Context: an optimization exercise on an open-source flow, tuned for small area, a short achievable clock period and few clock cycles per item. The choices shown serve that exercise and are no tape-out recipe. The RTL was checked by simulation tests, not by an equivalence proof against the original design. Power figures rest on the tool's default switching activity, not on a simulated workload.

== red ==
## firewall
module firewall
   #(
      parameter DATA_WIDTH = 64,
      parameter CTRL_WIDTH = DATA_WIDTH/8,
      parameter SRAM_ADDR_WIDTH = 19,
      parameter SRAM_DATA_WIDTH = DATA_WIDTH+CTRL_WIDTH,
      parameter UDP_REG_SRC_WIDTH = 2
   )
   (
      input  [DATA_WIDTH-1:0]             in_data,
      input  [CTRL_WIDTH-1:0]             in_ctrl,
      input                               in_wr,
      output                              in_rdy,
      output reg [DATA_WIDTH-1:0]         out_data,
      output reg [CTRL_WIDTH-1:0]         out_ctrl,
      output reg                          out_wr,
      input                               out_rdy,
      input                               reg_req_in,
      input                               reg_ack_in,
      input                               reg_rd_wr_L_in,
      input  [23-1:0]    reg_addr_in,
      input  [32-1:0]   reg_data_in,
      input  [UDP_REG_SRC_WIDTH-1:0]      reg_src_in,
      output                              reg_req_out,
      output                              reg_ack_out,
      output                              reg_rd_wr_L_out,
      output  [23-1:0]   reg_addr_out,
      output  [32-1:0]  reg_data_out,
      output  [UDP_REG_SRC_WIDTH-1:0]     reg_src_out,
      output reg                          sram_rd_req,
      output reg [SRAM_ADDR_WIDTH-1:0]    sram_rd_addr,
      input [DATA_WIDTH-1:0]              sram_rd_data,
      input                               sram_rd_ack,
      input                               sram_rd_vld,
      output reg                          sram_wr_req,
      output reg [SRAM_ADDR_WIDTH-1:0]    sram_wr_addr,
      output reg [DATA_WIDTH-1:0]         sram_wr_data,
      input                               sram_wr_ack,
      input                                reset,
      input                                clk
   );
clock: 5.5 ns
lec_check: 0
cap_margin: 20
core_margin: 2
core_utilization: 40
place_density: 0.6
setup_slack_margin: 2.8
slew_margin: 20
standard.sh (not shown) runs the stock make flow with config.mk's settings and CLKGATE_MAP_FILE= SYNTH_SCRIPT=/design/flow/synth_recipe.tcl, a recipe that flattens the netlist after the stock synthesis.
==> flow/flow/run.sh <==
#!/bin/bash
# The standard layout (standard.sh: the standard flow's synthesis and ORFS flow, unchanged
# scripts) with two placement/CTS choices passed through ORFS variables:
#  - every input and output port still gets its own buffer, but a small
#    sky130_fd_sc_hd__buf_1 instead of the default clkdlybuf4s50_1 delay cell;
#  - clock tree synthesis without dummy loads.
# The whole make output goes to flow.log in this folder; ORFS's own per-step
# logs stay under orfs/logs/.
set -euo pipefail
cd "$(dirname "$0")/.."
export BUFFER_PORTS_ARGS="-buffer_cell sky130_fd_sc_hd__buf_1"
export CTS_ARGS="-sink_clustering_enable -repair_clock_nets -dont_use_dummy_load"
bash standard.sh > flow.log 2>&1
red completed; timing, DRC and antenna clean
Testbench counts of red, summed over its fixed seeds: cycles 44,773, packets 1,920.
Setup changes, red to blue
- SETUP_SLACK_MARGIN: 2.8 -> unset
-- flow/flow/run.sh --
<<< red, line 12
export CTS_ARGS="-sink_clustering_enable -repair_clock_nets -dont_use_dummy_load"
>>> blue, line 12
export CTS_ARGS="-sink_clustering_enable -repair_clock_nets -dont_use_dummy_load -buf_list sky130_fd_sc_hd__clkbuf_4 -sink_clustering_size 10 -sink_clustering_max_diameter 40"
--- outcome ---
Per the comparison of blue with red, core utilization of the finished layout down 2.3 points; met1 wire length down about 1.7%; net count reported at finish up about 0.7%; global-route wire length before repair up 1.7%. blue vs red, wire length went up by about 0.55%. [blue vs red] worst setup slack: lower in blue. blue -> red: total placed cells including tap cells flat. Comparing red with blue, the sequential power came out essentially unchanged.
Inputs modified between blue and green:
- swapping 0.6 for 0.75 in PLACE_DENSITY
- putting SETUP_SLACK_MARGIN at 2.8 where nothing was set
- swapping 40 for 65 in CORE_UTILIZATION
[summary]
- green against blue: delay contributed by the slowest stage of the critical path shows a reduction of 390 ps; total placed cells including tap cells shows a reduction of 14%; power of the combinational group shows an increase of about 2%.
- Fraction of met1 tracks used by global routing ended up 11 points higher on green than on blue.
- Delta (green minus blue): worst setup margin has increased; clock-buffer cell count fell about 13%; reported net switching power down about 4%; die area shows a reduction of about 40%.
The inputs of orange differ from those of green as listed below.
- CORE_UTILIZATION changed from 65 to 40
- PLACE_DENSITY changed from 0.75 to 0.6
--- outcome ---
Relative to green, met1 routed wirelength after detailed routing has increased by 14% in orange. Per the comparison of orange with green, final worst setup slack went down 14 ps, time the final worst path needs with I/O delays and setup went up 14 ps, via count of the first global-routing pass went up 4.5%, upper clock frequency limit went down 0.52%, clock share of power went up 1.7 points. Taking green as the reference point, the portion of the layout cell area used by clock cells of orange rises by 0.36 points.

========
firewall, a different RTL version from the one above (not shown whole).
Size: ~1700 cells after synthesis, ~970 flip-flops, ~440 I/O pins, ~25000 um2 of cells after synthesis.
==> flow/config.mk <==
export PLATFORM = sky130hd
export DESIGN_NAME = firewall
export DESIGN_NICKNAME = firewall
export VERILOG_FILES = /design/flow/design.v
export SDC_FILE = /design/flow/constraint.sdc
export NUM_CORES = 4
export LEC_CHECK = 0
export CAP_MARGIN = 20
export CORE_MARGIN = 2
export CORE_UTILIZATION = 65
export PLACE_DENSITY = 0.75
export SETUP_SLACK_MARGIN = 3.0
export SLEW_MARGIN = 20
==> flow/constraint.sdc <==
create_clock -name core_clock -period 5.5 [get_ports {clk}]
set_input_delay 1.1000 -clock core_clock [delete_from_list [all_inputs] [get_ports {clk}]]
set_output_delay 1.1000 -clock core_clock [all_outputs]
set_load 0.01 [all_outputs]
==> flow/flow/run.sh <==
#!/bin/bash
# The standard layout (standard.sh: the standard flow's synthesis and ORFS flow, unchanged
# scripts) with two placement/CTS choices passed through ORFS variables:
#  - every input and output port still gets its own buffer, but a small
#    sky130_fd_sc_hd__buf_1 instead of the default clkdlybuf4s50_1 delay cell;
#  - clock tree synthesis without dummy loads.
# The whole make output goes to flow.log in this folder; ORFS's own per-step
# logs stay under orfs/logs/.
set -euo pipefail
cd "$(dirname "$0")/.."
export BUFFER_PORTS_ARGS="-buffer_cell sky130_fd_sc_hd__buf_1"
export CTS_ARGS="-sink_clustering_enable -repair_clock_nets -dont_use_dummy_load -buf_list sky130_fd_sc_hd__clkbuf_4 -sink_clustering_size 10 -sink_clustering_max_diameter 40"
bash standard.sh > flow.log 2>&1
Testbench counts at the start, summed over its fixed seeds: cycles 42,052, packets 1,920.
Then changed:
TNS_END_PERCENT = 5   (was not set)
Outcome: The new run produced a clean layout; cell count decreases by 2.5%; wire length decreases by 4.3%; cell area decreases by 3.3%; worst hold slack improves by 14 ps; count of clock-buffer cells in the layout decreases by 2; setup slack degrades by 55 ps; synthesized area is unchanged; total power decreases by 0.99%; first-iteration DRC count decreases by 8.4%.

[afterwards: timing with drivers on the ports]
No port has a modelled driver above. Below, the same layouts with a new extraction and two added sets of constraints. Step 1 (the two cells are an assumption about what drives the block):
set clk [get_ports {clk}]
set_driving_cell -lib_cell sky130_fd_sc_hd__clkbuf_16 $clk
set_driving_cell -lib_cell sky130_fd_sc_hd__buf_2 [delete_from_list [all_inputs] $clk]
Step 2 also shifts input and output timing later by t, the mid clock arrival at the registers, as if the neighbouring blocks saw the same clock. a / b / c = ideal / step 1 / step 2; a / b = the first two.
| run | t (ns) | slack for setup (ns) | worst setup path after step 2 | pins driven straight from the clock port |
|---|---|---|---|---|
| red | 0.624 | 2.638 / 2.574 / 2.175 | input to register | 1 |
| blue | 0.857 | 2.165 / 2.140 / 1.548 | input to register | 1 |
| green | 0.794 | 2.726 / 2.680 / 1.949 | input to register | 1 |
| orange | 0.838 | 2.711 / 2.613 / 1.959 | input to register | 1 |
| the first run of note 2 | 0.828 | 2.847 / 2.778 / 2.111 | input to register | 1 |
| the second run of note 2 | 0.811 | 2.792 / 2.659 / 2.077 | input to register | 1 |
After both steps every run listed still meets setup and hold. The setup slack of green, which loses most, moves by -0.046 ns with the drivers and by -0.777 ns with both steps.
